This design comes from an exercise in tuning for small area and a short achievable clock period on the open sky130 flow, not from production work.
Only simulation tests tie the RTL to the original design; equivalence was not proved.
Power figures rest on the tool's default switching activity, not on a simulated workload.

### design/flow/constraint.sdc
create_clock -name core_clock -period 6.0 [get_ports {i_clk}]
set_input_delay 1.2000 -clock core_clock [delete_from_list [all_inputs] [get_ports {i_clk}]]
set_output_delay 1.2000 -clock core_clock [all_outputs]
set_load 0.01 [all_outputs]
### design/flow/flow/abc.script
strash
dch
map -D 2500
topo
buffer -c
upsize -c
dnsize -c
### design/flow/flow/run.sh
#!/bin/bash
# Own flow: the standard layout (standard.sh) with these changes:
#  - synthesis maps the logic with a plain delay-driven ABC script
#    (flow/abc.script, via flow/synth.tcl) and without full/half adder cells;
#  - the delay cells are kept out of the design, so that the port buffers
#    are plain buffers.
set -euo pipefail
export MY_WORK=$PWD
export MY_ABC_SCRIPT=$PWD/flow/abc.script
DU="sky130_fd_sc_hd__probe_p_8 sky130_fd_sc_hd__probec_p_8 sky130_fd_sc_hd__lpflow_bleeder_1 sky130_fd_sc_hd__lpflow_clkbufkapwr_1 sky130_fd_sc_hd__lpflow_clkbufkapwr_16 sky130_fd_sc_hd__lpflow_clkbufkapwr_2 sky130_fd_sc_hd__lpflow_clkbufkapwr_4 sky130_fd_sc_hd__lpflow_clkbufkapwr_8 sky130_fd_sc_hd__lpflow_clkinvkapwr_1 sky130_fd_sc_hd__lpflow_clkinvkapwr_16 sky130_fd_sc_hd__lpflow_clkinvkapwr_2 sky130_fd_sc_hd__lpflow_clkinvkapwr_4 sky130_fd_sc_hd__lpflow_clkinvkapwr_8 sky130_fd_sc_hd__lpflow_decapkapwr_12 sky130_fd_sc_hd__lpflow_decapkapwr_3 sky130_fd_sc_hd__lpflow_decapkapwr_4 sky130_fd_sc_hd__lpflow_decapkapwr_6 sky130_fd_sc_hd__lpflow_decapkapwr_8 sky130_fd_sc_hd__lpflow_inputiso0n_1 sky130_fd_sc_hd__lpflow_inputiso0p_1 sky130_fd_sc_hd__lpflow_inputiso1n_1 sky130_fd_sc_hd__lpflow_inputiso1p_1 sky130_fd_sc_hd__lpflow_inputisolatch_1 sky130_fd_sc_hd__lpflow_isobufsrc_1 sky130_fd_sc_hd__lpflow_isobufsrc_16 sky130_fd_sc_hd__lpflow_isobufsrc_2 sky130_fd_sc_hd__lpflow_isobufsrc_4 sky130_fd_sc_hd__lpflow_isobufsrc_8 sky130_fd_sc_hd__lpflow_isobufsrckapwr_16 sky130_fd_sc_hd__lpflow_lsbuf_lh_hl_isowell_tap_1 sky130_fd_sc_hd__lpflow_lsbuf_lh_hl_isowell_tap_2 sky130_fd_sc_hd__lpflow_lsbuf_lh_hl_isowell_tap_4 sky130_fd_sc_hd__lpflow_lsbuf_lh_isowell_4 sky130_fd_sc_hd__lpflow_lsbuf_lh_isowell_tap_1 sky130_fd_sc_hd__lpflow_lsbuf_lh_isowell_tap_2 sky130_fd_sc_hd__lpflow_lsbuf_lh_isowell_tap_4  sky130_fd_sc_hd__clkdlybuf4s15_1 sky130_fd_sc_hd__clkdlybuf4s15_2 sky130_fd_sc_hd__clkdlybuf4s18_1 sky130_fd_sc_hd__clkdlybuf4s18_2 sky130_fd_sc_hd__clkdlybuf4s25_1 sky130_fd_sc_hd__clkdlybuf4s25_2 sky130_fd_sc_hd__clkdlybuf4s50_1 sky130_fd_sc_hd__clkdlybuf4s50_2 sky130_fd_sc_hd__dlygate4sd1_1 sky130_fd_sc_hd__dlygate4sd2_1 sky130_fd_sc_hd__dlygate4sd3_1 sky130_fd_sc_hd__dlymetal6s2s_1 sky130_fd_sc_hd__dlymetal6s4s_1 sky130_fd_sc_hd__dlymetal6s6s_1"
bash standard.sh SYNTH_SCRIPT=$PWD/flow/synth.tcl ADDER_MAP_FILE= ABC_CLOCK_PERIOD_IN_PS=2500 "DONT_USE_CELLS=$DU" finish > flow_make.log 2>&1
### design/flow/config.mk
export PLATFORM = sky130hd
export DESIGN_NAME = spll
export DESIGN_NICKNAME = spll
export VERILOG_FILES = /design/flow/design.v
export SDC_FILE = /design/flow/constraint.sdc
export NUM_CORES = 4
export LEC_CHECK = 0
export CAP_MARGIN = 20
export CORE_MARGIN = 2
export CORE_UTILIZATION = 60
export SETUP_SLACK_MARGIN = 2.5
export SLEW_MARGIN = 20
### design/flow/standard.sh
#!/bin/bash
# synth_recipe.tcl (not shown) runs the flow's synth.tcl, then flattens the netlist and writes it again
# the make line also repeats each setting of config.mk as NAME=value (left out here)
make -C /OpenROAD-flow-scripts/flow DESIGN_CONFIG=/design/flow/config.mk WORK_HOME=/design/flow/orfs CLKGATE_MAP_FILE= SYNTH_SCRIPT=/design/flow/synth_recipe.tcl "${@:-finish}"
### design/flow/design.v
module spll
#(
		parameter	                  PHASE_BITS = 32,
		parameter	[0:0]	          OPT_TRACK_FREQUENCY = 1'b1,
		parameter	[PHASE_BITS-1:0]  INITIAL_PHASE_STEP  = 0,
		parameter	[0:0]	          OPT_GLITCHLESS      = 1'b1,
		localparam	                  MSB=PHASE_BITS-1
	)
(
		input	wire			       i_clk,
		input	wire			       i_reset,
		input	wire			       i_ld,
		input	wire [(MSB-1):0]       i_step,
		input	wire			       i_ce,
		input	wire			       i_input,
		input	wire [4:0]		       i_lgcoeff,
		output	wire [PHASE_BITS-1:0]  o_phase,
		output	reg	 [1:0]		       o_err,
		output	wire	 		       o_freq
	);
	reg	[4:0]	lg;
	reg		agreed_output;
	reg	[31:0]	ctr, r_step;
	always @(posedge i_clk)
		lg <= i_lgcoeff;
	wire	lead_e    = agreed_output ^ ctr[31];
	wire	phase_err = ctr[31] ^ i_input;
	wire	[31:0]	pc, pm, fm;
	genvar i;
	generate for (i = 0; i < 32; i = i + 1) begin : g_dec
		assign pc[i] = (lg == 31 - i);
		assign pm[i] = (lg >= 31 - i);
		if (i >= 29)
			assign fm[i] = (lg <= 14);
		else
			assign fm[i] = (lg >= (30 - i) / 2) && (lg <= 14);
	end endgenerate
	wire	[31:0]	sum0;
	prefix_add32 u_add (.a(ctr), .b(r_step), .s(sum0));
	wire	[31:0]	sum1;
	pm_step u_ps (.x(sum0), .m(pm), .d(lead_e), .y(sum1));
	wire	[31:0]	step1;
	pm_step u_fs (.x(r_step), .m(fm), .d(lead_e), .y(step1));
	wire	rk    = |(r_step & pc);
	wire	above = |(r_step & pm & ~pc);
	wire	other = |(r_step & ~pc);
	wire	gl    = rk ? other : above;
	wire	hold  = lead_e && !gl;
	wire	[31:0]	alt  = hold ? ctr : sum1;
	always @(posedge i_clk)
	if (i_reset)
		ctr <= 0;
	else if (i_ce)
		ctr <= phase_err ? alt : sum0;
	always @(posedge i_clk)
	if (i_reset)
		r_step <= INITIAL_PHASE_STEP;
	else if (i_ld)
		r_step <= { 1'b0, i_step };
	else if (i_ce && phase_err)
		r_step <= step1;
	always @(posedge i_clk)
	if (i_reset)
		agreed_output <= 1'b0;
	else if (i_ce && !phase_err)
		agreed_output <= i_input;
	always @(posedge i_clk)
	if (i_reset)
		o_err <= 2'h0;
	else if (i_ce)
		o_err <= { phase_err && lead_e, phase_err };
	assign	o_phase = ctr;
	assign	o_freq  = ctr[31];
endmodule
module prefix_add32 (
		input	wire	[31:0]	a, b,
		output	wire	[31:0]	s
	);
	wire	[31:0]	g [0:5];
	wire	[31:0]	p [0:5];
	assign	g[0] = a & b;
	assign	p[0] = a ^ b;
	genvar l, i;
	generate for (l = 0; l < 5; l = l + 1) begin : g_lvl
		for (i = 0; i < 32; i = i + 1) begin : g_bit
			if ((i >> l) & 1) begin
				localparam integer j = ((i >> l) << l) - 1;
				assign g[l+1][i] = g[l][i] | (p[l][i] & g[l][j]);
				assign p[l+1][i] = p[l][i] & p[l][j];
			end else begin
				assign g[l+1][i] = g[l][i];
				assign p[l+1][i] = p[l][i];
			end
		end
	end endgenerate
	assign	s = p[0] ^ { g[5][30:0], 1'b0 };
endmodule
module pm_step (
		input	wire	[31:0]	x, m,
		input	wire		d,
		output	wire	[31:0]	y
	);
	wire	[31:0]	u = ~m | (x ^ {32{d}});
	wire	[31:0]	a [0:5];
	assign	a[0] = u;
	genvar l, i;
	generate for (l = 0; l < 5; l = l + 1) begin : g_lvl
		for (i = 0; i < 32; i = i + 1) begin : g_bit
			if ((i >> l) & 1) begin
				localparam integer j = ((i >> l) << l) - 1;
				assign a[l+1][i] = a[l][i] & a[l][j];
			end else begin
				assign a[l+1][i] = a[l][i];
			end
		end
	end endgenerate
	assign	y = x ^ (m & { a[5][30:0], 1'b1 });
endmodule
### design/flow/flow/synth.tcl
# The standard synthesis (synth_recipe.tcl), with the ABC mapping script
# replaced by flow/abc.script
proc abc {args} {
  set i [lsearch -exact $args -script]
  if { $i >= 0 } { set args [lreplace $args [expr {$i+1}] [expr {$i+1}] $::env(MY_ABC_SCRIPT)] }
  yosys abc {*}$args
}
source $::env(MY_WORK)/synth_recipe.tcl
==> metrics.md, run 1 <==
| Metric | Value |
|---|---|
| Status | `no timing/DRC/antenna violations` |
| Post-route ant nets | `0` |
| Vias | `9,025` |
| Post-synthesis cell area | `0.00746 sq mm` |
| Leading cell types in the layout, fill and taps excluded | `nor2_1 (195), nand2_1 (178), inv_1 (139)` |
| Final Max Slew Viols | `0` |
| Worst slew margin | `0.253` |
| Row cnt | `40` |
| Die H | `116 microns` |
| Vias/cell | `5.98` |
| Sum Neg Setup Slack | `0 ps` |
| Initial Utilization | `0.619` |
| WP depth | `19` |
| Clock Sinks | `72` |
| Hold WS | `493 ps` |
| Post-synthesis sequential area ratio | `0.193` |
| FF-to-FF path depth | `19` |
| Vias in the first global route | `8,001` |
| Worst-path cell chain | `xnor2_4, inv_8, o21ai_1, a21oi_1, a311oi_4, nand2_1, a21oi_2, a21boi_2, o21a_2, nand2_2, nor2_4, nand3_4, nor2_4, nand2_4, nor2_4, buf_6, buf_1, nand4_1, a21oi_1` |
| Clk Latency, worst-skew pair | `around 360 ps` |
| Total grt overflow | `0` |
| DR pass1 iterations | `7` |
| Fin crit share | `0.584` |
| Commonest non-fill, non-tap cell in the layout | `nor2_1` |
| Gr usage total | `0.391` |
| Worst hold path type | `register to register` |
| Clock buffer depth | `2` |
| Ys flop type | `dfxtp_1` |
| Worst Hold End | `o_err[0]` |
| RePlAce Congestion | `between 1 and 1.5` |
| Most frequent CP cell | `nor2_4` |
| Setup violators final | `0` |
| Max H-tree Level | `3` |
| CTS tree | `built` |
| Largest net degree at the start of global routing | `55` |
| Critical-path maximum fanout | `54` |
| Worst Path Buf+Inv | `3` |
| Crit-path max cell delay | `390 ps` |
| Core box area | `0.0121 sq mm` |
| Area growth syn-to-layout | `19.3%` |
| Die span in x | `116 microns` |
| CP max-delay cell | `dfxtp_2` |
| RSZ-0062 raised after global routing | `yes` |
| Worst endpoint required time | `6280 ps` |
| Final Net Count | `~1,400` |
| Layout cells sized above 1 | `0.174` |
| Worst Skew | `between 10 and 15 ps` |
| Port Buffers | `75` |
| R2R setup slack | `around 2500 ps` |
| Initial DRC count | `1,053` |
| Cell area power density | `212 mW/mm^2` |
| DP HPWL | `18,600 microns` |
| Avg Inst Size Synth | `6.10 sq um` |
| Die Area | `~0.013 sq mm` |
| Maxcap violations | `0` |
| Root Driver | `clkbuf_16` |
| Final WL | `between 20,000 and 30,000 microns` |
| End of the worst register-to-register path | `ctr[24]` |
| Hold Crit Depth | `2` |
| Fin. Hold Viols | `0` |
| Critical path startpoint category | `register` |
| R2R Path Start | `agreed_output` |
| Kind of end point of the critical path | `register` |
| Min Tclk post-route | `3500 ps` |
| Worst Setup Path Type | `register to register` |
| Distinct cells, synth | `75` |
| DRC | `0` |
| Num CTS Buffers | `9` |
| Cells after synthesis | `roughly 1,200` |
| Critical path's top delay family | `compound AO/OA/AOI/OAI gates` |
| FFs w/ async S/R, synth | `0` |
| Hold Startpoint | `o_err[0]` |
| Clock Pin Slew Worst Setup and Hold Paths | `70 ps` |
| CP arrival | `3790 ps` |
| Number of synthesis warnings | `3` |
| Fmax | `285 MHz` |
| Static leakage | `around 3.5 nW` |
| Worst IR Drop VDD | `around 0.20 mV` |
| Post-synth EDFFs | `0` |
| Routed WL per cell | `between 15 and 20 microns` |
| First-pass GRT wire length | `40,700 microns` |
| Syn nets | `1,265` |
| Tightest Pin Transition | `1120 ps` |
| Initial antenna violation count | `0` |
| FF+latch count, synth | `72` |
| Ports | `76` |
| Number of antenna repair diodes | `0` |
-- worst max path at each step --
stage                     slack [ps]          start  endpoint
final                           2500  agreed_output   ctr[24]
after global placement          1290          lg[4]   ctr[23]
after detailed placement        1310          lg[4]   ctr[20]
after floorplan                 3030         ctr[0]   ctr[27]
after global routing            2330      r_step[0]   ctr[30]
after CTS                       2500      r_step[0]   ctr[31]
-- layer usage --
layer | wire (microns) | GRT usage | vias up
met4 | 1220 | 0.182 | 0
met2 | 12200 | 0.644 | 476
met3 | 2250 | 0.0696 | 111
met1 | 11000 | 0.496 | 4144
met5 | 0 | 0 | -
li1 | - | - | 4294
-- kinds of logic after synthesis --
logic type / share of synthesized area
AOI/OAI and AO/OA: 0.253
adders and majority gates: 0.00184
xor gates and xnor gates: 0.0955
DFF: 0.193
and+or+nand+nor: 0.340
buffers and inverters: 0.116
-- registers in the layout, summed over array words and instances (netlist names) --
register	count
ctr	32
o_err	2
lg	5
agreed_output	1
r_step	32
-- what timing repair did --
action | CTS | global route
gates cloned | 1 | 0
buffers inserted | 10 | 54
hold endpoints to repair | 0 | 0
resized for setup | 30 | 106
setup endpoints to repair | 56 | 44
pin swaps | 4 | 28
hold buffers | 0 | 0
-- worst min-delay path, stage by stage (launching register included) --
cell and delay [ps]:
dfxtp_1 330, a21oi_1 60, nor2_1 70
-- cells in the mapped netlist, drive strengths merged, types with 3 or more instances --
cell type	number	area (sq um)
a21boi	4	33.8
o221ai	3	26.3
clkinv	4	16.3
o211ai	4	30.0
o21a	3	23.8
or2	3	21.3
a21oi	116	622
a2111oi	5	43.8
nand2	189	729
xor2	62	558
nor4	6	43.8
nand3	61	320
nor2	240	993
o22ai	8	50.1
buf	19	125
nand4	23	180
dfxtp	72	1440
a31oi	13	136
o21bai	4	37.5
xnor2	16	155
nor3	30	188
o21ai	80	419
a211oi	5	37.5
a22oi	30	225
nand3b	4	30.0
a311oi	4	47.6
clkbuf	26	97.6
a221oi	4	41.3
inv	168	631
-- per-stage QoR --
stage | power (mW) | cells | utilization | setup WS [ps] | instance area, sq um
6_report | 1.89 | 1510 | 0.739 | 2500 | 8910
2_1_floorplan | 1.06 | 1224 | - | 3030 | 7460
3_5_place_dp | 1.21 | 1429 | 0.645 | 1310 | 7780
4_1_cts | 1.79 | 1456 | 0.685 | 2500 | 8260
5_1_grt | 1.98 | 1510 | 0.739 | 2330 | 8910
3_3_place_gp | 1.20 | 1429 | 0.645 | 1290 | 7780
-- final cells by class --
type	instances	area (sq um)
Clock buffer	11	253
Clock inverter	5	55.1
Fill cell	1054	3150
Inverter	172	674
Multi-Input combinational cell	936	5580
Sequential cell	72	1470
Tap cell	168	210
Timing Repair Buffer	146	659
-- where the power goes --
group / switching [mW] / internal, mW / total, mW
Clock: 0.232 / 0.343 / 0.575
Combinational: 0.487 / 0.248 / 0.735
Sequential: 0.0589 / 0.518 / 0.577
Total: 0.778 / 1.11 / 1.89
==> run 2: changes to the inputs <==
--- a/design/flow/design.v
+++ b/design/flow/design.v
@@ -19,11 +19,12 @@
 		output	wire	 		       o_freq
 	);
 	reg	[4:0]	lg;
-	reg		agreed_output;
+	reg		lead_r;
 	reg	[31:0]	ctr, r_step;
 	always @(posedge i_clk)
 		lg <= i_lgcoeff;
-	wire	lead_e    = agreed_output ^ ctr[31];
+	wire	lead_e    = lead_r;
+	wire	agreed_output = lead_r ^ ctr[31];
 	wire	phase_err = ctr[31] ^ i_input;
 	wire	[31:0]	pc, pm, fm;
 	genvar i;
@@ -47,11 +48,9 @@
 	wire	gl    = rk ? other : above;
 	wire	hold  = lead_e && !gl;
 	wire	[31:0]	alt  = hold ? ctr : sum1;
+	wire	[31:0]	ctr_n = i_reset ? 32'h0 : (!i_ce) ? ctr : phase_err ? alt : sum0;
 	always @(posedge i_clk)
-	if (i_reset)
-		ctr <= 0;
-	else if (i_ce)
-		ctr <= phase_err ? alt : sum0;
+		ctr <= ctr_n;
 	always @(posedge i_clk)
 	if (i_reset)
 		r_step <= INITIAL_PHASE_STEP;
@@ -59,11 +58,9 @@
 		r_step <= { 1'b0, i_step };
 	else if (i_ce && phase_err)
 		r_step <= step1;
+	wire	agreed_n = i_reset ? 1'b0 : (i_ce && !phase_err) ? i_input : agreed_output;
 	always @(posedge i_clk)
-	if (i_reset)
-		agreed_output <= 1'b0;
-	else if (i_ce && !phase_err)
-		agreed_output <= i_input;
+		lead_r <= agreed_n ^ ctr_n[31];
 	always @(posedge i_clk)
 	if (i_reset)
 		o_err <= 2'h0;
--- a/design/flow/config.mk
+++ b/design/flow/config.mk
@@ -8,5 +8,5 @@
 export CAP_MARGIN = 20
 export CORE_MARGIN = 2
 export CORE_UTILIZATION = 60
-export SETUP_SLACK_MARGIN = 2.5
+export SETUP_SLACK_MARGIN = 2.25
 export SLEW_MARGIN = 20
==> metrics.md, run 2 <==
| Metric | Value |
|---|---|
| Status | `no timing/DRC/antenna violations` |
| Clock Pin Slew Worst Setup and Hold Paths | `approximately 60 ps` |
| Fmax | `between 200 and 300 MHz` |
| Crit-path max cell delay | `400 ps` |
| R2R Path Start | `lg[4]` |
| Port Buffers | `75` |
| Worst IR Drop VDD | `0.132 mV` |
| Critical path startpoint category | `register` |
| Yosys top cell by area | `dfxtp_1` |
| Fin crit share | `0.607` |
| CP startpoint | `lg[4]` |
| Root Driver | `clkbuf_16` |
| Vias | `slightly below 9,000` |
| Layout cells sized above 1 | `0.122` |
| WP depth | `16` |
| Sum Neg Setup Slack | `0 ps` |
| Kind of end point of the critical path | `register` |
| Final Max Slew Viols | `0` |
| Dominant cells by area after synthesis | `dfxtp_1 (20%), nor2_1 (13%), nand2_1 (9.2%)` |
| Layout fillers | `1,106` |
| Critical-path maximum fanout | `23` |
| Min Tclk post-route | `between 3000 and 4000 ps` |
| Commonest cells in the netlist | `nor2_1 (259), nand2_1 (179), inv_1 (149), a21oi_1 (93), o21ai_0 (79)` |
| Num CTS Buffers | `9` |
| Initial Utilization | `0.612` |
| Clock buffer depth | `2` |
| FF-to-FF path depth | `16` |
| Max H-tree Level | `3` |
| Vias/cell | `5.98` |
| Leading cell types in the layout, fill and taps excluded | `nor2_1 (244), nand2_1 (176), inv_1 (146)` |
| Row cnt | `40` |
| DRC | `0` |
| CP arrival | `slightly below 4000 ps` |
| Total grt overflow | `0` |
| Static leakage | `3.45 nW` |
| Routed WL per cell | `17.3 microns` |
| Fin util | `0.701` |
| Most frequent CP cell | `inv_1` |
| Fin. Hold Viols | `0` |
| Core box area | `0.0119 sq mm` |
| Cells after synthesis | `around 1,300` |
| Initial DRC count | `895` |
| Clk Latency, worst-skew pair | `approximately 350 ps` |
| FF+latch count, synth | `72` |
| DR pass1 iterations | `6` |
| Syn nets | `1,294` |
| Worst Setup Path Type | `register to register` |
| Worst hold path type | `register to register` |
| Tightest Pin Transition | `947 ps` |
| RePlAce Congestion | `1.04` |
| Worst Path Buf+Inv | `5` |
| Worst Skew | `6.52 ps` |
| Clock Sinks | `72` |
| First-pass GRT wire length | `39,300 microns` |
| FFs w/ async S/R, synth | `0` |
| Post-synthesis cell area | `0.00729 sq mm` |
| Final WL | `around 25,000 microns` |
| DP HPWL | `18,500 microns` |
| Vias in the first global route | `7,717` |
| RSZ-0062 raised after global routing | `yes` |
| Ports | `76` |
| CP max-delay cell | `dfxtp_4` |
| Worst endpoint required time | `6230 ps` |
| Number of antenna repair diodes | `0` |
| Inst Count DP | `1,440` |
| Gr usage total | `0.382` |
| Final Net Count | `between 1,000 and 1,500` |
| Setup violators final | `0` |
| CTS tree | `built` |
| Distinct cells, synth | `59` |
| Die H | `114 microns` |
| Regs by FF count | `ctr x32, r_step x32, lg x5` |
| Hold Crit Depth | `2` |
| Worst slew margin | `0.368` |
| Largest net degree at the start of global routing | `37` |
| Fin cells | `1,471` |
| Cell area power density | `239 mW/mm^2` |
| Die Area | `0.0130 sq mm` |
| Area growth syn-to-layout | `14.6%` |
| Worst-path cell chain | `nor2_4, inv_1, nor2_4, inv_1, nor2_2, inv_1, nand2_1, o211ai_1, nor4_1, a31o_1, nand3_1, o21ai_1, inv_1, clkbuf_4, o21ai_0, a21oi_1` |
| Maxcap violations | `0` |
| Number of synthesis warnings | `3` |
| Post-route ant nets | `0` |
| Avg Inst Size Synth | `5.81 sq um` |
| Post-synth EDFFs | `0` |
| Synth top area share | `0.198` |
| Crit path capture | `ctr[24]` |
| Critical path's top delay family | `simple AND/OR/NAND/NOR gates` |
| Count leader, synth | `nor2_1` |
| Die span in x | `114 microns` |
| Post-synthesis sequential area ratio | `0.198` |
| PnR Total Power | `2.00 mW` |
| Initial antenna violation count | `0` |
| End of the worst register-to-register path | `ctr[24]` |
| R2R setup slack | `2360 ps` |
| Ys flop type | `dfxtp_1` |
| Commonest non-fill, non-tap cell in the layout | `nor2_1` |
## run 2: cell types whose count changed after synthesis, sizes merged, moves of 6 or more
cell / previous run / this run
a21oi: 116 / 94
clkbuf: 26 / 37
nand2: 189 / 183
o21ai: 80 / 93
nor2: 240 / 273
a21boi: 4 / 11
buf: 19 / 10
## run 2: stage by stage
step / area (sq um) / hold WS (ps) / setup slack [ps]
floorplan: 7290 / 468 / 2900
global placement: 7620 / 494 / 1400
detailed placement: 7620 / 495 / 1460
CTS: 8010 / 504 / 2240
global route: 8350 / 545 / 2190
finish: 8350 / 512 / 2360
## run 2: cell type report
class	instances	area [sq um]	share of cell area
inverters	173	663	0.0794
multi-input cells	961	5270	0.631
repair buffers	102	424	0.0508
well taps	147	184	0.0220
flip-flops and latches	72	1480	0.177
clock inverters	5	78.8	0.00944
clock buffers	11	253	0.0303
## run 2: worst min-delay path, delay by kind of cell, from the launching register on
family	cells	cell delay [ps]
AO/OA/AOI/OAI	1	60
buffers and inverters	1	70
flip-flops	1	330
## run 2: worst min-delay path by stage
stage,from,endpoint,slack [ps]
3_3_place_gp,ctr[2],ctr[2],490
3_5_place_dp,ctr[2],ctr[2],490
2_1_floorplan,r_step[31],r_step[31],470
4_1_cts,ctr[2],ctr[2],500
5_1_grt,ctr[2],ctr[2],550
6_report,ctr[2],ctr[2],510
## run 2: power by group
group	leakage (nW)	internal [mW]	switching, mW
clock	0.165	0.386	0.228
sequential	0.603	0.523	0.0711
combinational	2.68	0.259	0.527
total	3.45	1.17	0.827
## run 2: logic make-up (layout without fill, tap and decap cells)
kind of cell           after synthesis  count (layout)  synth area share
AO/OA/AOI/OAI                      289             289             0.240
XOR/XNOR                            80              80            0.0972
AND/OR/NAND/NOR                    592             592             0.349
buffers and inverters              220             291             0.115
flip-flops                          72              72             0.198
## run 2: metal layers
metal	wire (microns)	up-vias	GRT usage
li1	-	4256	-
met5	0	-	0
met1	10500	3958	0.510
met2	11500	499	0.615
met4	1090	0	0.179
met3	2470	85	0.0492
## run 2: repair_timing
action                                  in CTS  in global routing
pin swaps                                    1                 14
hold buffers                                 0                  0
gates resized for setup                     15                 86
endpoints found under the setup margin      40                 46
setup buffers                                3                 12
==> run 3: changes to the inputs <==
--- a/design/flow/design.v
+++ b/design/flow/design.v
@@ -26,10 +26,9 @@
 	wire	lead_e    = lead_r;
 	wire	agreed_output = lead_r ^ ctr[31];
 	wire	phase_err = ctr[31] ^ i_input;
-	wire	[31:0]	pc, pm, fm;
+	wire	[31:0]	pm, fm;
 	genvar i;
 	generate for (i = 0; i < 32; i = i + 1) begin : g_dec
-		assign pc[i] = (lg == 31 - i);
 		assign pm[i] = (lg >= 31 - i);
 		if (i >= 29)
 			assign fm[i] = (lg <= 14);
@@ -42,10 +41,10 @@
 	pm_step u_ps (.x(sum0), .m(pm), .d(lead_e), .y(sum1));
 	wire	[31:0]	step1;
 	pm_step u_fs (.x(r_step), .m(fm), .d(lead_e), .y(step1));
-	wire	rk    = |(r_step & pc);
-	wire	above = |(r_step & pm & ~pc);
-	wire	other = |(r_step & ~pc);
-	wire	gl    = rk ? other : above;
+	wire	above = |(r_step & { pm[30:0], 1'b0 });	 
+	wire	atup  = |(r_step & pm);			 
+	wire	below = |(r_step & ~pm);		 
+	wire	gl    = above | (atup & below);
 	wire	hold  = lead_e && !gl;
 	wire	[31:0]	alt  = hold ? ctr : sum1;
 	wire	[31:0]	ctr_n = i_reset ? 32'h0 : (!i_ce) ? ctr : phase_err ? alt : sum0;
--- a/design/flow/config.mk
+++ b/design/flow/config.mk
@@ -8,5 +8,7 @@
 export CAP_MARGIN = 20
 export CORE_MARGIN = 2
 export CORE_UTILIZATION = 60
+export CTS_BUF_LIST = sky130_fd_sc_hd__clkbuf_8
+export CTS_CLUSTER_SIZE = 20
 export SETUP_SLACK_MARGIN = 2.25
 export SLEW_MARGIN = 20
==> metrics.md, run 3 <==
| Metric | Value |
|---|---|
| Status | `no timing/DRC/antenna violations` |
| Met2 routed WL | `11,100 microns` |
| Number of synthesis warnings | `3` |
| Regs by FF count | `ctr x32, r_step x32, lg x5` |
| Worst IR Drop VDD | `0.125 mV` |
| Vias/cell | `5.95` |
| Fin util | `0.670` |
| Avg Inst Size Synth | `6.32 sq um` |
| Port Buffers | `75` |
| Hold Startpoint | `ctr[8]` |
| Multi-input gate area | `about 0.0052 sq mm` |
| Final WL | `23,500 microns` |
| Die H | `114 microns` |
| Static leakage | `3.28 nW` |
| Vias in the first global route | `around 7,500` |
| Worst hold path type | `register to register` |
| Setup violators final | `0` |
| Sum Neg Setup Slack | `0 ps` |
| Largest net degree at the start of global routing | `between 40 and 50` |
| Clock Sinks | `72` |
| Commonest cells in the netlist | `nand2_1 (195), nor2_1 (167), inv_1 (122), a21oi_1 (94), dfxtp_1 (72)` |
| DP HPWL | `17,200 microns` |
| CP arrival | `3780 ps` |
| Worst endpoint required time | `approximately 6300 ps` |
| Cells after synthesis | `1,146` |
| Maxcap violations | `0` |
| Critical-path maximum fanout | `7` |
| Count leader, synth | `nand2_1` |
| Metal1 wirelength | `9830 microns` |
| Distinct cells, synth | `76` |
| Leading cell types in the layout, fill and taps excluded | `nand2_1 (195), nor2_1 (152), inv_1 (123)` |
| Tightest Pin Transition | `roughly 1100 ps` |
| Layout fillers | `around 1,200` |
| Vias | `8,081` |
| Initial DRC count | `approximately 750` |
| First-pass GRT wire length | `37,200 microns` |
| Routed WL per cell | `17.3 microns` |
| Worst Hold End | `ctr[8]` |
| Syn nets | `1,187` |
| Critical path startpoint category | `register` |
| Ys flop type | `dfxtp_1` |
| R2R Path Start | `r_step[5]` |
| Post-synthesis cell area | `approximately 0.0072 sq mm` |
| Kind of end point of the critical path | `register` |
| Yosys top cell by area | `dfxtp_1` |
| Post-Place Worst Slack | `1930 ps` |
| Initial antenna violation count | `0` |
| Fin. Hold Viols | `0` |
| Worst Setup Path Type | `register to register` |
| Max H-tree Level | `3` |
| Clock Pin Slew Worst Setup and Hold Paths | `80 ps` |
| Num CTS Buffers | `9` |
| Final Net Count | `1,247` |
| Top layer used by detailed routing | `met4` |
| RSZ-0062 raised after global routing | `no` |
| FF-to-FF path depth | `22` |
| Dominant cells by area after synthesis | `dfxtp_1 (20%), nand2_1 (10%), nor2_1 (8.7%)` |
| Synth top area share | `0.199` |
| Wire length on met3 | `roughly 1700 microns` |
| Worst slew margin | `0.259` |
| Post-route ant nets | `0` |
| Commonest non-fill, non-tap cell in the layout | `nand2_1` |
| CP startpoint | `r_step[5]` |
| Gr usage total | `0.362` |
| RePlAce Congestion | `0.977` |
| Min Tclk post-route | `3510 ps` |
| Slack of the critical path | `2490 ps` |
| FFs w/ async S/R, synth | `0` |
| Root Driver | `clkbuf_8` |
| Fin cells | `1,358` |
| Number of antenna repair diodes | `0` |
| Cell area power density | `219 mW/mm^2` |
| Fmax | `285 MHz` |
| Post-synth EDFFs | `0` |
| Inst Count DP | `1,327` |
| Post-synthesis sequential area ratio | `0.199` |
| Hold Crit Depth | `2` |
| DR pass1 iterations | `6` |
| R2R setup slack | `2490 ps` |
| Area growth syn-to-layout | `10.2%` |
| Die Area | `0.0130 sq mm` |
| FF+latch count, synth | `72` |
| Clock buffer depth | `2` |
| Layout cells sized above 1 | `0.134` |
| Worst Skew | `16.4 ps` |
| DRC | `0` |
| Core box area | `0.0119 sq mm` |
| Total grt overflow | `0` |
| Final Max Slew Viols | `0` |
| Fin crit share | `0.585` |
| Initial Utilization | `0.608` |
| CTS tree | `built` |
| Ports | `76` |
| Clk Latency, worst-skew pair | `390 ps` |
| End of the worst register-to-register path | `ctr[29]` |
| Register area | `roughly 0.0015 sq mm` |
| Row cnt | `40` |
| Die span in x | `114 microns` |
## run 3: per-stage QoR
step	total power [mW]	hold WS, ps	area [sq um]
3_3_place_gp	1.33	511	7520
5_1_grt	1.86	568	7980
4_1_cts	1.70	531	7730
3_5_place_dp	1.34	516	7520
6_report	1.75	530	7980
2_1_floorplan	1.17	485	7240
## run 3: cells by family (layout without fill, tap and decap cells)
kind of cell,count (synthesis),count (layout),share of synthesized area
AO/OA/AOI/OAI,261,261,0.233
flip-flops,72,72,0.199
buffers and inverters,188,253,0.104
AND/OR/NAND/NOR,525,525,0.331
XOR/XNOR,100,100,0.134
## run 3: worst max-delay path by stage
| stage | end | slack [ps] |
|---|---|---|
| floorplan | ctr[21] | 2870 |
| global placement | r_step[24] | 1930 |
| detailed placement | r_step[24] | 1930 |
| CTS | ctr[21] | 2260 |
| global route | ctr[11] | 2210 |
| finish | ctr[29] | 2490 |
## run 3: timing repair
item                                   4_1_cts  5_1_grt
buffers inserted                             1       13
pin swaps                                    0        4
setup endpoints to repair                   33       45
cloned                                       1        0
resized for setup                           11       53
hold buffers                                 0        0
endpoints found under the hold margin        0        0
## run 3: final cells by class
class,count,share of cell area
clock buffer,10,0.0172
clock inverter,6,0.00361
inverter,138,0.0665
multi-input combinational,886,0.653
sequential,72,0.184
tap,147,0.0230
timing repair buffer,98,0.0519
timing repair inverter,1,0.000940
## run 3: critical path, cell delays in order, from the launching register on
cell	delay [ps]
dfxtp_2	450
inv_4	90
nor2_8	130
nor2_2	50
a31oi_1	210
o21ai_1	100
nor2_2	210
inv_2	120
nand2_1	110
nand2_4	110
nand3_1	120
nand2_1	70
xnor2_1	260
nand2_1	90
nand3b_1	100
nand2_1	120
nor2_2	130
nand4_2	120
nand2b_4	200
nor3_4	160
nand4_1	120
xor2_1	230
a21oi_1	80
## run 3: routing by layer
metal,vias to the layer above,global-route usage
li1,3934,-
met1,3710,0.471
met2,374,0.601
met3,63,0.0452
met4,0,0.161
met5,-,0
## run 3: power by group
| part | switching, mW | total, mW | internal (mW) |
|---|---|---|---|
| Clock | 0.205 | 0.361 | 0.156 |
| Sequential | 0.0853 | 0.605 | 0.520 |
| Combinational | 0.508 | 0.781 | 0.274 |
==> run 4: changes to the inputs <==
--- a/design/flow/config.mk
+++ b/design/flow/config.mk
@@ -10,5 +10,5 @@
 export CORE_UTILIZATION = 60
 export CTS_BUF_LIST = sky130_fd_sc_hd__clkbuf_8
 export CTS_CLUSTER_SIZE = 20
-export SETUP_SLACK_MARGIN = 2.25
+export SETUP_SLACK_MARGIN = 2.5
 export SLEW_MARGIN = 20
==> metrics.md, run 4 <==
| Metric | Value |
|---|---|
| Status | `no timing/DRC/antenna violations` |
| Cells after synthesis | `between 1,000 and 1,500` |
| FF+latch count, synth | `72` |
| Vias/cell | `5.95` |
| Worst Setup Path Type | `primary input to register` |
| Die H | `114 microns` |
| Hold Startpoint | `r_step[10]` |
| Avg Inst Size Synth | `6.32 sq um` |
| Regs by FF count | `ctr x32, r_step x32, lg x5` |
| Synth top area share | `0.199` |
| Worst slew margin | `0.364` |
| Cell area power density | `215 mW/mm^2` |
| Number of synthesis warnings | `3` |
| Die span in x | `about 110 microns` |
| Final WL | `24,000 microns` |
| Fin. Hold Viols | `0` |
| Critical-path maximum fanout | `21` |
| FF-to-FF path depth | `22` |
| Hold Crit Depth | `2` |
| Gr usage total | `0.363` |
| First-pass GRT wire length | `37,400 microns` |
| Clock buffer depth | `2` |
| Worst Skew | `18.8 ps` |
| DRC | `0` |
| Routed WL per cell | `~17 microns` |
| Ports | `76` |
| Worst Hold End | `r_step[10]` |
| Root Driver | `clkbuf_8` |
| Clock Pin Slew Worst Setup and Hold Paths | `80 ps` |
| Final Max Slew Viols | `0` |
| Hold_buf cts | `0` |
| DR pass1 iterations | `5` |
| Yosys top cell by area | `dfxtp_1` |
| Final Net Count | `about 1,300` |
| PnR Total Power | `1.80 mW` |
| Total grt overflow | `0` |
| Min Tclk post-route | `3370 ps` |
| Core box area | `roughly 0.012 sq mm` |
| Initial antenna violation count | `0` |
| Setup violators final | `0` |
| Number of antenna repair diodes | `0` |
| Placement Cell Area | `0.00752 sq mm` |
| Static leakage | `3.40 nW` |
| Die Area | `between 0.01 and 0.015 sq mm` |
| Ys flop type | `dfxtp_1` |
| DP HPWL | `17,200 microns` |
| Syn nets | `1,187` |
| Vias | `slightly above 8,000` |
| Worst IR Drop VDD | `0.126 mV` |
| R2R Path Start | `r_step[0]` |
| Clk Latency, worst-skew pair | `a little under 400 ps` |
| Worst hold path type | `register to register` |
| Commonest cells in the netlist | `nand2_1 (195), nor2_1 (167), inv_1 (122), a21oi_1 (94), dfxtp_1 (72)` |
| Fmax | `297 MHz` |
| Area growth syn-to-layout | `15.9%` |
| Commonest non-fill, non-tap cell in the layout | `nand2_1` |
| End of the worst register-to-register path | `ctr[29]` |
| Fin crit share | `0.561` |
| Post-synthesis sequential area ratio | `0.199` |
| Count leader, synth | `nand2_1` |
| Post-synth EDFFs | `0` |
| Sum Neg Setup Slack | `0 ps` |
| CP arrival | `3600 ps` |
| Final Cell Area | `0.00840 sq mm` |
| RePlAce Congestion | `a little under 1` |
| Dominant cells by area after synthesis | `dfxtp_1 (20%), nand2_1 (10%), nor2_1 (8.7%)` |
| R2R setup slack | `2650 ps` |
| Initial Utilization | `0.608` |
| Kind of end point of the critical path | `register` |
| Post-synthesis cell area | `0.00724 sq mm` |
| Post-route ant nets | `0` |
| FFs w/ async S/R, synth | `0` |
| Worst endpoint required time | `6230 ps` |
| Initial DRC count | `roughly 750` |
| RSZ-0062 raised after global routing | `yes` |
| Largest net degree at the start of global routing | `45` |
| Port Buffers | `between 70 and 80` |
| Tightest Pin Transition | `roughly 950 ps` |
| CTS tree | `built` |
| Maxcap violations | `0` |
| Row cnt | `40` |
| Critical path startpoint category | `primary input` |
| Num CTS Buffers | `9` |
| Leading cell types in the layout, fill and taps excluded | `nand2_1 (186), nor2_1 (135), inv_1 (118)` |
| Vias in the first global route | `7,497` |
| Clock Sinks | `72` |
| Layout cells sized above 1 | `0.190` |
| Distinct cells, synth | `76` |
| Max H-tree Level | `3` |
[run 4: cell counts after synthesis]
Identical to the previous run, type by type.
[run 4: critical path, cell delays in order]
cell and delay (ps):
buf_1 100, or2_2 290, nand2_1 360, nor2_1 220
nor2_2 530, buf_2 560, nor2_1 120, o21ai_0 120
a21oi_1 90
[run 4: where the power goes]
part | internal, mW | leakage (nW) | switching (mW)
sequential | 0.520 | 0.610 | 0.0743
clock | 0.156 | 0.0958 | 0.203
combinational | 0.302 | 2.70 | 0.548
total | 0.978 | 3.40 | 0.825
[run 4: layout make-up]
| class | instances | area [sq um] |
|---|---|---|
| Multi-Input combinational cell | 886 | 5450 |
| Fill cell | 1111 | 3510 |
| Sequential cell | 72 | 1520 |
| Inverter | 138 | 539 |
| Timing Repair Buffer | 121 | 532 |
| Tap cell | 147 | 184 |
| Clock buffer | 10 | 138 |
| Clock inverter | 6 | 28.8 |
| Timing Repair inverter | 1 | 7.51 |
[run 4: routing by layer]
metal | track usage | wire, microns | up-vias
met3 | 0.0446 | 1710 | 79
li1 | - | - | 3987
met5 | 0 | 0 | -
met2 | 0.605 | 11100 | 350
met1 | 0.472 | 10200 | 3806
met4 | 0.161 | 1020 | 0
[run 4: stage by stage]
| stage | cells | util | hold slack (ps) | setup slack [ps] |
|---|---|---|---|---|
| finish | 1381 | 0.705 | 519 | 2630 |
| global route | 1381 | 0.705 | 531 | 2400 |
| CTS | 1348 | 0.654 | 531 | 2480 |
| detailed placement | 1327 | 0.632 | 516 | 1930 |
| global placement | 1327 | 0.632 | 511 | 1930 |
| floorplan | 1146 | - | 485 | 2870 |
[run 4: timing repair]
item                       in CTS  in global routing
setup endpoints to repair      51                 46
setup buffers                   4                 33
resized for setup              23                136
gates cloned                    1                  0
pin swaps                       1                 32
[run 4: how the worst max path moves through the flow]
stage	startpoint	endpoint	slack [ps]	cells after the start
floorplan	ctr[0]	ctr[21]	2870	20
global placement	lead_r	r_step[24]	1930	20
detailed placement	lead_r	r_step[24]	1930	20
CTS	lg[3]	r_step[24]	2480	23
global route	lg[1]	ctr[11]	2400	15
finish	i_input	r_step[13]	2630	9
[run 4: kinds of logic after synthesis]
logic type             after synthesis  share of synthesized area
AO/OA/AOI/OAI                      261                      0.233
buffers and inverters              188                      0.104
AND/OR/NAND/NOR                    525                      0.331
flip-flops                          72                      0.199
XOR/XNOR                           100                      0.134
==> run 5: changes to the inputs <==
--- a/design/flow/design.v
+++ b/design/flow/design.v
@@ -41,10 +41,7 @@
 	pm_step u_ps (.x(sum0), .m(pm), .d(lead_e), .y(sum1));
 	wire	[31:0]	step1;
 	pm_step u_fs (.x(r_step), .m(fm), .d(lead_e), .y(step1));
-	wire	above = |(r_step & { pm[30:0], 1'b0 });	 
-	wire	atup  = |(r_step & pm);			 
-	wire	below = |(r_step & ~pm);		 
-	wire	gl    = above | (atup & below);
+	wire	gl    = |(r_step & pm);
 	wire	hold  = lead_e && !gl;
 	wire	[31:0]	alt  = hold ? ctr : sum1;
 	wire	[31:0]	ctr_n = i_reset ? 32'h0 : (!i_ce) ? ctr : phase_err ? alt : sum0;
==> design/flow/flow/run.sh (replaced) <==
#!/bin/bash
# Own flow: the standard layout (standard.sh) with these changes:
#  - synthesis maps the logic with a plain delay-driven ABC script
#    (flow/abc.script, via flow/synth.tcl) and without full/half adder cells;
#  - the delay cells are kept out of the design, so that the port buffers
#    are plain buffers;
#  - slow high-stack NOR/OR and wide AOI/OAI cells are kept out of
#    synthesis, so that ABC maps the adders to faster gates.
set -euo pipefail
export MY_WORK=$PWD
export MY_ABC_SCRIPT=$PWD/flow/abc.script
DU="sky130_fd_sc_hd__probe_p_8 sky130_fd_sc_hd__probec_p_8 sky130_fd_sc_hd__lpflow_bleeder_1 sky130_fd_sc_hd__lpflow_clkbufkapwr_1 sky130_fd_sc_hd__lpflow_clkbufkapwr_16 sky130_fd_sc_hd__lpflow_clkbufkapwr_2 sky130_fd_sc_hd__lpflow_clkbufkapwr_4 sky130_fd_sc_hd__lpflow_clkbufkapwr_8 sky130_fd_sc_hd__lpflow_clkinvkapwr_1 sky130_fd_sc_hd__lpflow_clkinvkapwr_16 sky130_fd_sc_hd__lpflow_clkinvkapwr_2 sky130_fd_sc_hd__lpflow_clkinvkapwr_4 sky130_fd_sc_hd__lpflow_clkinvkapwr_8 sky130_fd_sc_hd__lpflow_decapkapwr_12 sky130_fd_sc_hd__lpflow_decapkapwr_3 sky130_fd_sc_hd__lpflow_decapkapwr_4 sky130_fd_sc_hd__lpflow_decapkapwr_6 sky130_fd_sc_hd__lpflow_decapkapwr_8 sky130_fd_sc_hd__lpflow_inputiso0n_1 sky130_fd_sc_hd__lpflow_inputiso0p_1 sky130_fd_sc_hd__lpflow_inputiso1n_1 sky130_fd_sc_hd__lpflow_inputiso1p_1 sky130_fd_sc_hd__lpflow_inputisolatch_1 sky130_fd_sc_hd__lpflow_isobufsrc_1 sky130_fd_sc_hd__lpflow_isobufsrc_16 sky130_fd_sc_hd__lpflow_isobufsrc_2 sky130_fd_sc_hd__lpflow_isobufsrc_4 sky130_fd_sc_hd__lpflow_isobufsrc_8 sky130_fd_sc_hd__lpflow_isobufsrckapwr_16 sky130_fd_sc_hd__lpflow_lsbuf_lh_hl_isowell_tap_1 sky130_fd_sc_hd__lpflow_lsbuf_lh_hl_isowell_tap_2 sky130_fd_sc_hd__lpflow_lsbuf_lh_hl_isowell_tap_4 sky130_fd_sc_hd__lpflow_lsbuf_lh_isowell_4 sky130_fd_sc_hd__lpflow_lsbuf_lh_isowell_tap_1 sky130_fd_sc_hd__lpflow_lsbuf_lh_isowell_tap_2 sky130_fd_sc_hd__lpflow_lsbuf_lh_isowell_tap_4  sky130_fd_sc_hd__clkdlybuf4s15_1 sky130_fd_sc_hd__clkdlybuf4s15_2 sky130_fd_sc_hd__clkdlybuf4s18_1 sky130_fd_sc_hd__clkdlybuf4s18_2 sky130_fd_sc_hd__clkdlybuf4s25_1 sky130_fd_sc_hd__clkdlybuf4s25_2 sky130_fd_sc_hd__clkdlybuf4s50_1 sky130_fd_sc_hd__clkdlybuf4s50_2 sky130_fd_sc_hd__dlygate4sd1_1 sky130_fd_sc_hd__dlygate4sd2_1 sky130_fd_sc_hd__dlygate4sd3_1 sky130_fd_sc_hd__dlymetal6s2s_1 sky130_fd_sc_hd__dlymetal6s4s_1 sky130_fd_sc_hd__dlymetal6s6s_1 sky130_fd_sc_hd__nor3_1 sky130_fd_sc_hd__nor3_2 sky130_fd_sc_hd__nor3_4 sky130_fd_sc_hd__nor3b_1 sky130_fd_sc_hd__nor3b_2 sky130_fd_sc_hd__nor3b_4 sky130_fd_sc_hd__nor4_1 sky130_fd_sc_hd__nor4_2 sky130_fd_sc_hd__nor4_4 sky130_fd_sc_hd__nor4b_1 sky130_fd_sc_hd__nor4b_2 sky130_fd_sc_hd__nor4b_4 sky130_fd_sc_hd__nor4bb_1 sky130_fd_sc_hd__nor4bb_2 sky130_fd_sc_hd__nor4bb_4 sky130_fd_sc_hd__or4_1 sky130_fd_sc_hd__or4_2 sky130_fd_sc_hd__or4_4 sky130_fd_sc_hd__or4b_1 sky130_fd_sc_hd__or4b_2 sky130_fd_sc_hd__or4b_4 sky130_fd_sc_hd__or4bb_1 sky130_fd_sc_hd__or4bb_2 sky130_fd_sc_hd__or4bb_4 sky130_fd_sc_hd__a2111oi_0 sky130_fd_sc_hd__a2111oi_1 sky130_fd_sc_hd__a2111oi_2 sky130_fd_sc_hd__a2111oi_4 sky130_fd_sc_hd__o2111ai_1 sky130_fd_sc_hd__o2111ai_2 sky130_fd_sc_hd__o2111ai_4 sky130_fd_sc_hd__a2111o_1 sky130_fd_sc_hd__a2111o_2 sky130_fd_sc_hd__a2111o_4 sky130_fd_sc_hd__o41ai_1 sky130_fd_sc_hd__o41ai_2 sky130_fd_sc_hd__o41ai_4 sky130_fd_sc_hd__o41a_1 sky130_fd_sc_hd__o41a_2 sky130_fd_sc_hd__o41a_4 sky130_fd_sc_hd__o311ai_0 sky130_fd_sc_hd__o311ai_1 sky130_fd_sc_hd__o311ai_2 sky130_fd_sc_hd__o311ai_4"
bash standard.sh SYNTH_SCRIPT=$PWD/flow/synth.tcl ADDER_MAP_FILE= ABC_CLOCK_PERIOD_IN_PS=2500 "DONT_USE_CELLS=$DU" finish > flow_make.log 2>&1
==> metrics.md, run 5 <==
| Metric | Value |
|---|---|
| RSZ-0062 raised after global routing | `yes` |
| End of the worst register-to-register path | `lead_r` |
| Number of synthesis warnings | `3` |
| Worst IR Drop VDD | `0.206 mV` |
| Crit path capture | `lead_r` |
| Synth top area share | `0.208` |
| Distinct cells, synth | `slightly above 60` |
| DRC | `0` |
| Worst endpoint required time | `6270 ps` |
| Clock Pin Slew Worst Setup and Hold Paths | `about 80 ps` |
| Commonest cells in the netlist | `nand2_1 (203), nor2_1 (172), inv_1 (105), a21oi_1 (89), dfxtp_1 (72)` |
| CTS tree | `built` |
| CP arrival | `3630 ps` |
| Cells after synthesis | `1,115` |
| Post-synthesis cell area | `about 0.0069 sq mm` |
| Syn nets | `~1,200` |
| Port Buffers | `75` |
| Sw power | `0.767 mW` |
| Row cnt | `39` |
| First-pass GRT wire length | `between 30,000 and 40,000 microns` |
| Die Area | `about 0.012 sq mm` |
| Total grt overflow | `0` |
| Final Max Slew Viols | `0` |
| Fin crit share | `0.560` |
| Leading cell types in the layout, fill and taps excluded | `nand2_1 (203), nor2_1 (152), inv_1 (102)` |
| Num CTS Buffers | `9` |
| Critical-path maximum fanout | `4` |
| Tightest Pin Transition | `1100 ps` |
| Avg Inst Size Synth | `6.23 sq um` |
| Largest net degree at the start of global routing | `50` |
| Gr usage total | `0.360` |
| Final WL | `23,000 microns` |
| Post-synth EDFFs | `0` |
| Hold Crit Depth | `2` |
| Sequential power share | `0.326` |
| Hold_buf cts | `0` |
| Maxcap violations | `0` |
| Post-synthesis sequential area ratio | `0.208` |
| R2R Path Start | `ctr[7]` |
| Layout fillers | `1,075` |
| Initial Utilization | `0.611` |
| Worst Setup Path Type | `register to register` |
| RePlAce Congestion | `0.938` |
| Vias/cell | `5.92` |
| Final Cell Area | `between 0.007 and 0.008 sq mm` |
| Fin util | `0.692` |
| Routed WL per cell | `17.3 microns` |
| Regs by FF count | `ctr x32, r_step x32, lg x5` |
| DR pass1 iterations | `5` |
| Min Tclk post-route | `3360 ps` |
| Die span in x | `112 microns` |
| Worst hold path type | `register to register` |
| Yosys top cell by area | `dfxtp_1` |
| Dominant cells by area after synthesis | `dfxtp_1 (21%), nand2_1 (11%), nor2_1 (9.3%)` |
| Count leader, synth | `nand2_1` |
| Fmax | `298 MHz` |
| Post-route ant nets | `0` |
| CP startpoint | `ctr[7]` |
| Combinational share of power | `0.417` |
| Initial antenna violation count | `0` |
| Critical path startpoint category | `register` |
| Status | `no timing/DRC/antenna violations` |
| DP HPWL | `16,200 microns` |
| Clock buffer depth | `2` |
| Commonest non-fill, non-tap cell in the layout | `nand2_1` |
| Worst Skew | `7.39 ps` |
| Ys flop type | `dfxtp_1` |
| Layout cells sized above 1 | `0.176` |
| Net Sw Frac | `0.425` |
| Worst-path cell chain | `inv_1, nor2_2, nor2_2, a21oi_1, o21ai_2, nor2_4, nor2_4, a21boi_4, o221ai_2, xnor2_1, nand2_1, nand3_1, nand3_2, a31o_4, nor2_2, nand4_1, nand3_1, nand2_1, nand4_1, nand2_1` |
| Vias | `~8,000` |
| Kind of end point of the critical path | `register` |
| Clock Sinks | `72` |
| Initial DRC count | `819` |
| Area growth syn-to-layout | `13.4%` |
| Cell area power density | `between 200 and 250 mW/mm^2` |
| Vias in the first global route | `7,069` |
| Worst slew margin | `0.266` |
| Die H | `112 microns` |
| Ports | `76` |
| Placement Cell Area | `0.00723 sq mm` |
| FF-to-FF path depth | `20` |
| R2R setup slack | `between 2000 and 3000 ps` |
| Static leakage | `approximately 3.2 nW` |
| Sum Neg Setup Slack | `0 ps` |
| Number of antenna repair diodes | `0` |
| FF+latch count, synth | `72` |
| Fin. Hold Viols | `0` |
| Max H-tree Level | `3` |
| Clk Latency, worst-skew pair | `390 ps` |
| Core box area | `approximately 0.011 sq mm` |
| Clk pwr share | `0.257` |
| CP max-delay cell | `dfxtp_1` |
| Root Driver | `clkbuf_8` |
| Final Net Count | `between 1,000 and 1,500` |
| Crit-path max cell delay | `370 ps` |
| FFs w/ async S/R, synth | `0` |
| Int Power | `1.04 mW` |
| Setup violators final | `0` |
[run 5: cell types whose count changed after synthesis, moves of 9 or more]
cell	before	now
a22oi_1	31	22
o22ai_1	15	1
inv_1	122	105
a31oi_1	6	21
nand3_1	69	60
xor2_1	70	48
nor3_1	20	0
nand4_1	12	25
inv_2	13	25
[run 5: cell type report]
| type | count | area, sq um | area share |
|---|---|---|---|
| Clock inverter | 1 | 30.0 | 0.00381 |
| Sequential cell | 72 | 1490 | 0.189 |
| Multi-Input combinational cell | 863 | 5020 | 0.638 |
| Clock buffer | 15 | 206 | 0.0262 |
| Tap cell | 143 | 179 | 0.0227 |
| Inverter | 133 | 512 | 0.0650 |
| Timing Repair Buffer | 104 | 427 | 0.0542 |
| Timing Repair inverter | 1 | 5.00 | 0.000636 |
[run 5: power groups by stage]
stage	Sequential (mW)	Clock, mW	Combinational (mW)
2_1_floorplan	0.575	0	0.545
3_3_place_gp	0.599	0	0.672
3_5_place_dp	0.599	0	0.676
4_1_cts	0.590	0.463	0.689
5_1_grt	0.595	0.482	0.826
6_report	0.588	0.463	0.753
[run 5: kinds of logic after synthesis]
| family | Yosys count | synth area share |
|---|---|---|
| simple gates | 522 | 0.344 |
| compound gates | 262 | 0.242 |
| buf+inv | 180 | 0.102 |
| xor+xnor | 79 | 0.104 |
| flops | 72 | 0.208 |
[run 5: timing repair]
action | CTS | global route
gates resized for setup | 8 | 82
setup endpoints to repair | 40 | 46
gates cloned | 1 | 0
pin swaps | 1 | 6
buffers inserted | 5 | 18
[run 5: metal layers]
metal,share of wire,vias to the layer above,global-route usage,wire [microns]
met5,0,-,0,0
met4,0.029,0,0.133,671
met2,0.45,345,0.574,10400
li1,-,3834,-,-
met3,0.080,49,0.0517,1840
met1,0.44,3656,0.498,10100
[run 5: metrics by stage]
| step | hold slack [ps] | std cells | power [mW] | worst slack [ps] |
|---|---|---|---|---|
| 5_1_grt | 529 | 1332 | 1.90 | 2390 |
| 4_1_cts | 516 | 1314 | 1.74 | 2480 |
| 3_5_place_dp | 497 | 1292 | 1.28 | 1610 |
| 6_report | 512 | 1332 | 1.80 | 2640 |
| 2_1_floorplan | 492 | 1115 | 1.12 | 3140 |
| 3_3_place_gp | 492 | 1292 | 1.27 | 1780 |
[run 5: worst max-delay path, delay by kind of cell, from the launching register on]
| family | cells | cell delay, ps |
|---|---|---|
| buffers and inverters | 1 | 80 |
| flip-flops | 1 | 370 |
| XOR/XNOR | 1 | 260 |
| AND/OR/NAND/NOR | 13 | 1520 |
| AO/OA/AOI/OAI | 5 | 1000 |
[run 5: worst min-delay path by stage]
stage               startpoint         end  slack [ps]
detailed placement      ctr[2]      ctr[2]         500
finish               r_step[7]   r_step[7]         510
global placement      o_err[0]    o_err[0]         490
CTS                     ctr[2]      ctr[2]         520
floorplan           r_step[28]  r_step[28]         490
global route        r_step[11]  r_step[11]         530
==> run 6: changes to the inputs <==
--- a/design/flow/config.mk
+++ b/design/flow/config.mk
@@ -10,5 +10,5 @@
 export CORE_UTILIZATION = 60
 export CTS_BUF_LIST = sky130_fd_sc_hd__clkbuf_8
 export CTS_CLUSTER_SIZE = 20
-export SETUP_SLACK_MARGIN = 2.5
+export SETUP_SLACK_MARGIN = 2.25
 export SLEW_MARGIN = 20
==> metrics.md, run 6 <==
| Metric | Value |
|---|---|
| Post-route ant nets | `0` |
| Ys flop type | `dfxtp_1` |
| Fmax | `281 MHz` |
| Sw power | `0.742 mW` |
| Vias/cell | `5.92` |
| Routed WL per cell | `16.9 microns` |
| Gr usage total | `0.360` |
| Post-synthesis sequential area ratio | `0.208` |
| Tightest Pin Transition | `between 1000 and 1500 ps` |
| Row cnt | `39` |
| Count leader, synth | `nand2_1` |
| Number of synthesis warnings | `3` |
| Maxcap violations | `0` |
| Worst Setup Path Type | `register to register` |
| Cell area power density | `232 mW/mm^2` |
| Final Net Count | `between 1,000 and 1,500` |
| Critical path startpoint category | `register` |
| Area growth syn-to-layout | `9.15%` |
| Fin. Hold Viols | `0` |
| Status | `no timing/DRC/antenna violations` |
| Combinational share of power | `0.400` |
| Vias in the first global route | `7,047` |
| Root Driver | `clkbuf_8` |
| Crit-path max cell delay | `410 ps` |
| Initial Utilization | `0.611` |
| RSZ-0062 raised after global routing | `yes` |
| Core box area | `around 0.011 sq mm` |
| Worst hold path type | `register to register` |
| Net Sw Frac | `0.422` |
| Worst-path cell chain | `inv_2, nor2_1, inv_1, nor2_1, nor2_1, inv_2, buf_2, buf_4, nor2_1, nand3_1, nand4_1, nor2_1, nand2_1, inv_2, nand2_1, nor2_2, o211ai_1, a21oi_2, buf_1, nand4_1, nand3_1, nor2_1` |
| Worst IR Drop VDD | `0.230 mV` |
| DRC | `0` |
| Inst Count DP | `between 1,000 and 1,500` |
| Clock buffer depth | `2` |
| Dominant cells by area after synthesis | `dfxtp_1 (21%), nand2_1 (11%), nor2_1 (9.3%)` |
| Avg Inst Size Synth | `6.23 sq um` |
| Sum Neg Setup Slack | `0 ps` |
| Leading cell types in the layout, fill and taps excluded | `nand2_1 (203), nor2_1 (166), inv_1 (102)` |
| Max H-tree Level | `3` |
| Total grt overflow | `0` |
| Int Power | `1.02 mW` |
| Synth top area share | `0.208` |
| Clk pwr share | `0.262` |
| Kind of end point of the critical path | `register` |
| First-pass GRT wire length | `~36,000 microns` |
| Most frequent CP cell | `nor2_1` |
| Vias | `7,780` |
| Fin cells | `1,315` |
| PnR Total Power | `1.76 mW` |
| Min Tclk post-route | `around 3600 ps` |
| DR pass1 iterations | `5` |
| Commonest cells in the netlist | `nand2_1 (203), nor2_1 (172), inv_1 (105), a21oi_1 (89), dfxtp_1 (72)` |
| Clk Latency, worst-skew pair | `380 ps` |
| Setup violators final | `0` |
| Ports | `76` |
| Regs by FF count | `ctr x32, r_step x32, lg x5` |
| Hold_buf cts | `0` |
| Die span in x | `between 100 and 150 microns` |
| Distinct cells, synth | `between 60 and 70` |
| Post-synthesis cell area | `0.00694 sq mm` |
| Syn nets | `roughly 1,200` |
| Die H | `112 microns` |
| CTS tree | `built` |
| CP max-delay cell | `nor2_1` |
| Largest net degree at the start of global routing | `50` |
| Worst slew margin | `0.273` |
| Post-synth EDFFs | `0` |
| Layout cells sized above 1 | `0.131` |
| Port Buffers | `75` |
| Initial antenna violation count | `0` |
| Commonest non-fill, non-tap cell in the layout | `nand2_1` |
| Sequential power share | `0.337` |
| Num CTS Buffers | `9` |
| Yosys top cell by area | `dfxtp_1` |
| Cells after synthesis | `1,115` |
| Fin crit share | `0.592` |
| DP HPWL | `16,200 microns` |
| Final Max Slew Viols | `0` |
| CP arrival | `3870 ps` |
| Die Area | `0.0125 sq mm` |
| Clock Pin Slew Worst Setup and Hold Paths | `80 ps` |
| Clock Sinks | `between 70 and 80` |
| Initial DRC count | `between 800 and 900` |
| Worst Skew | `3.72 ps` |
| FF+latch count, synth | `72` |
| RePlAce Congestion | `0.938` |
| Worst endpoint required time | `6320 ps` |
| Number of antenna repair diodes | `0` |
| Static leakage | `3.08 nW` |
| Final WL | `around 22,000 microns` |
| Critical-path maximum fanout | `7` |
| FFs w/ async S/R, synth | `0` |
## run 6: kinds of logic after synthesis
group,synth area share
XOR/XNOR,0.104
buffers and inverters,0.102
AO/OA/AOI/OAI,0.242
flip-flops,0.208
AND/OR/NAND/NOR,0.344
## run 6: worst paths after layout
check / to / from / slack, ps / depth (start not counted)
worst max register to register: r_step[31] / lg[2] / 2450 / 22
worst min-delay path: ctr[2] / ctr[2] / 520 / 2
worst max-delay path: r_step[31] / lg[2] / 2450 / 22
worst min register to register: ctr[2] / ctr[2] / 520 / 2
## run 6: power groups by stage
stage	Sequential [mW]	Combinational [mW]	Clock, mW
2_1_floorplan	0.575	0.545	0
3_3_place_gp	0.599	0.672	0
3_5_place_dp	0.599	0.676	0
4_1_cts	0.590	0.688	0.463
5_1_grt	0.601	0.781	0.482
6_report	0.594	0.705	0.461
## run 6: worst max-delay path: cells and delay by family (launching register included)
family | cells | cell delay, ps
DFF | 1 | 370
and+or+nand+nor | 13 | 1920
buffers and inverters | 7 | 930
AOI/OAI and AO/OA | 2 | 260
## run 6: final cells by class
type	count	area, sq um
well taps	143	179
repair buffers	87	345
inverters	133	509
clock inverters	1	30.0
flip-flops and latches	72	1450
fillers	1127	3790
clock buffers	15	206
repair inverters	1	5.00
multi-input cells	863	4850
## run 6: layer usage
metal  routed length (microns)  track usage  part of all wire  vias to the layer above
met2                      9870        0.574              0.44                      364
met3                      2000       0.0506             0.090                       50
met1                      9770        0.498              0.44                     3571
met5                         0            0                 0                        -
met4                       593        0.131             0.027                        0
li1                          -            -                 -                     3795
## run 6: stage by stage
| stage | utilization | area [sq um] | hold slack (ps) | setup slack [ps] |
|---|---|---|---|---|
| floorplan | - | 6940 | 492 | 3140 |
| global placement | 0.636 | 7230 | 492 | 1780 |
| detailed placement | 0.636 | 7230 | 497 | 1610 |
| CTS | 0.661 | 7510 | 516 | 2380 |
| global route | 0.667 | 7580 | 558 | 2220 |
| finish | 0.667 | 7580 | 519 | 2450 |
## run 6: timing repair
action	CTS	global route
pin swaps	1	0
cloned	1	0
buffers inserted	5	1
resized for setup	4	22
setup endpoints to repair	33	26
==> run 7: changes to the inputs <==
--- a/design/flow/config.mk
+++ b/design/flow/config.mk
@@ -7,7 +7,7 @@
 export LEC_CHECK = 0
 export CAP_MARGIN = 20
 export CORE_MARGIN = 2
-export CORE_UTILIZATION = 60
+export CORE_UTILIZATION = 70
 export CTS_BUF_LIST = sky130_fd_sc_hd__clkbuf_8
 export CTS_CLUSTER_SIZE = 20
 export SETUP_SLACK_MARGIN = 2.25
==> metrics.md, run 7 <==
| Metric | Value |
|---|---|
| Final Net Count | `about 1,200` |
| Worst-path cell chain | `inv_2, nor2_1, inv_1, nor2_1, nor2_1, inv_4, nor2_1, o211ai_1, nand2_1, a31oi_1, nand2_1, inv_2, nand2_1, inv_2, nand2_1, nor2_1, o211ai_1, a21oi_2, xor2_1, nand2_1, a21oi_1` |
| Slack of the critical path | `2480 ps` |
| First-pass GRT wire length | `35,600 microns` |
| Vias in the first global route | `7,354` |
| Number of synthesis warnings | `3` |
| Core box area | `0.00968 sq mm` |
| DRC | `0` |
| Gr usage total | `0.403` |
| Crit-path max cell delay | `510 ps` |
| CP max-delay cell | `dfxtp_1` |
| Num CTS Buffers | `9` |
| Min Tclk post-route | `3520 ps` |
| Final Cell Area | `between 0.007 and 0.008 sq mm` |
| Clock Pin Slew Worst Setup and Hold Paths | `80 ps` |
| Sequential power share | `0.353` |
| Commonest cells in the netlist | `nand2_1 (203), nor2_1 (172), inv_1 (105), a21oi_1 (89), dfxtp_1 (72)` |
| Worst endpoint required time | `6270 ps` |
| Vias/cell | `about 6.1` |
| Clk pwr share | `0.237` |
| Initial DRC count | `873` |
| Initial Utilization | `0.717` |
| Combinational share of power | `0.410` |
| Syn nets | `1,156` |
| Inst Count DP | `roughly 1,300` |
| Post-synthesis cell area | `between 0.006 and 0.007 sq mm` |
| Largest net degree at the start of global routing | `50` |
| DR pass1 iterations | `8` |
| Number of antenna repair diodes | `0` |
| Hold WS | `514 ps` |
| Fin crit share | `0.587` |
| Synth top area share | `0.208` |
| Leading cell types in the layout, fill and taps excluded | `nand2_1 (203), nor2_1 (170), inv_1 (104)` |
| Critical-path maximum fanout | `15` |
| Regs by FF count | `ctr x32, r_step x32, lg x5` |
| Commonest non-fill, non-tap cell in the layout | `nand2_1` |
| Area growth syn-to-layout | `7.82%` |
| Worst Setup Path Type | `register to register` |
| Static leakage | `3.07 nW` |
| Cells after synthesis | `1,115` |
| FFs w/ async S/R, synth | `0` |
| Status | `no timing/DRC/antenna violations` |
| Post-synth EDFFs | `0` |
| DP HPWL | `about 16,000 microns` |
| CP arrival | `3790 ps` |
| Layout fillers | `811` |
| Post-synthesis sequential area ratio | `0.208` |
| Worst Skew | `13.3 ps` |
| Routed WL per cell | `16.6 microns` |
| Vias | `7,872` |
| RePlAce Congestion | `1.02` |
| Worst hold path type | `register to register` |
| Fmax | `about 280 MHz` |
| Fin cells | `~1,300` |
| Dominant cells by area after synthesis | `dfxtp_1 (21%), nand2_1 (11%), nor2_1 (9.3%)` |
| Clock Sinks | `72` |
| Register area | `0.00145 sq mm` |
| Int Power | `0.962 mW` |
| Count leader, synth | `nand2_1` |
| Worst slew margin | `0.262` |
| RSZ-0062 raised after global routing | `yes` |
| Post-route ant nets | `0` |
| Avg Inst Size Synth | `just over 6 sq um` |
| Port Buffers | `75` |
| Maxcap violations | `0` |
| Fin util | `0.773` |
| Net Sw Frac | `0.431` |
| Die span in x | `104 microns` |
| Fin. Hold Viols | `0` |
| Distinct cells, synth | `62` |
| Kind of end point of the critical path | `register` |
| Worst IR Drop VDD | `between 0.15 and 0.2 mV` |
| Row cnt | `36` |
| Yosys top cell by area | `dfxtp_1` |
| Critical path's top delay family | `simple AND/OR/NAND/NOR gates` |
| Hold_buf cts | `0` |
| FF+latch count, synth | `72` |
| Die Area | `0.0107 sq mm` |
| Sum Neg Setup Slack | `0 ps` |
| Layout cells sized above 1 | `0.119` |
| Post-Place Worst Slack | `roughly 2100 ps` |
| PnR Total Power | `1.69 mW` |
| Critical path startpoint category | `register` |
| Die H | `104 microns` |
| Worst Path Buf+Inv | `5` |
| Multi-input gate area | `0.00483 sq mm` |
| Final Max Slew Viols | `0` |
| Cell area power density | `226 mW/mm^2` |
| Clk Latency, worst-skew pair | `370 ps` |
| CTS tree | `built` |
| Tightest Pin Transition | `1110 ps` |
| Max H-tree Level | `3` |
| Placement Cell Area | `0.00722 sq mm` |
| Ports | `76` |
| Clock buffer depth | `2` |
| Setup violators final | `0` |
| Root Driver | `clkbuf_8` |
| Sw power | `0.729 mW` |
| Ys flop type | `dfxtp_1` |
| Final WL | `~22,000 microns` |
| Total grt overflow | `0` |
| Initial antenna violation count | `0` |
-- run 7: cell counts after synthesis --
No cell type changed its count.
-- run 7: cell families (layout without fill, tap and decap cells) --
logic type,count (synthesis),count (layout),share of synthesized area
DFF,72,72,0.208
xor gates and xnor gates,79,79,0.104
AOI/OAI and AO/OA,262,262,0.242
buffers and inverters,180,233,0.102
and+or+nand+nor,522,522,0.344
-- run 7: tightest hold or removal path: cells and delay by family (launching register included) --
family                 cells  cell delay (ps)
AOI/OAI and AO/OA          1               60
buffers and inverters      1               80
DFF                        1              340
-- run 7: final cells by class --
type | instances | area share
clock buffer | 14 | 0.0257
tap | 133 | 0.0222
multi-input combinational | 863 | 0.645
inverter | 133 | 0.0678
sequential | 72 | 0.194
timing repair buffer | 84 | 0.0446
clock inverter | 2 | 0.00134
-- run 7: what timing repair did --
item	in CTS	in global routing
setup endpoints to repair	5	36
gates resized for setup	2	18
pin swaps	0	1
setup buffers	0	2
cloned	0	0
-- run 7: metal layers --
layer	up-vias	wire length, microns	GRT usage
met2	447	9630	0.650
met4	0	555	0.138
met3	71	2280	0.0598
met1	3559	9150	0.550
li1	3795	-	-
met5	-	0	0
-- run 7: path summary, 6_finish.rpt --
path | startpoint | to | slack [ps] | cells past startpoint
setup / recovery | lg[3] | r_step[30] | 2480 | 21
hold / removal | ctr[2] | ctr[2] | 510 | 2
setup reg to reg | lg[3] | r_step[30] | 2480 | 21
hold reg to reg | ctr[2] | ctr[2] | 510 | 2
-- run 7: power groups by stage --
stage	registers [mW]	clock network, mW	logic, mW
after floorplan	0.575	0	0.545
after global placement	0.601	0	0.656
after detailed placement	0.603	0	0.666
after CTS	0.592	0.394	0.673
after global routing	0.603	0.413	0.769
final	0.596	0.401	0.694

Setup slack of run 7, layout unchanged: 2.481 ns with ideal ports, 2.481 ns with driving cells assumed (clock clkbuf_16, inputs buf_2), 2.267 ns with port delays also shifted by the 0.398 ns mid clock arrival.
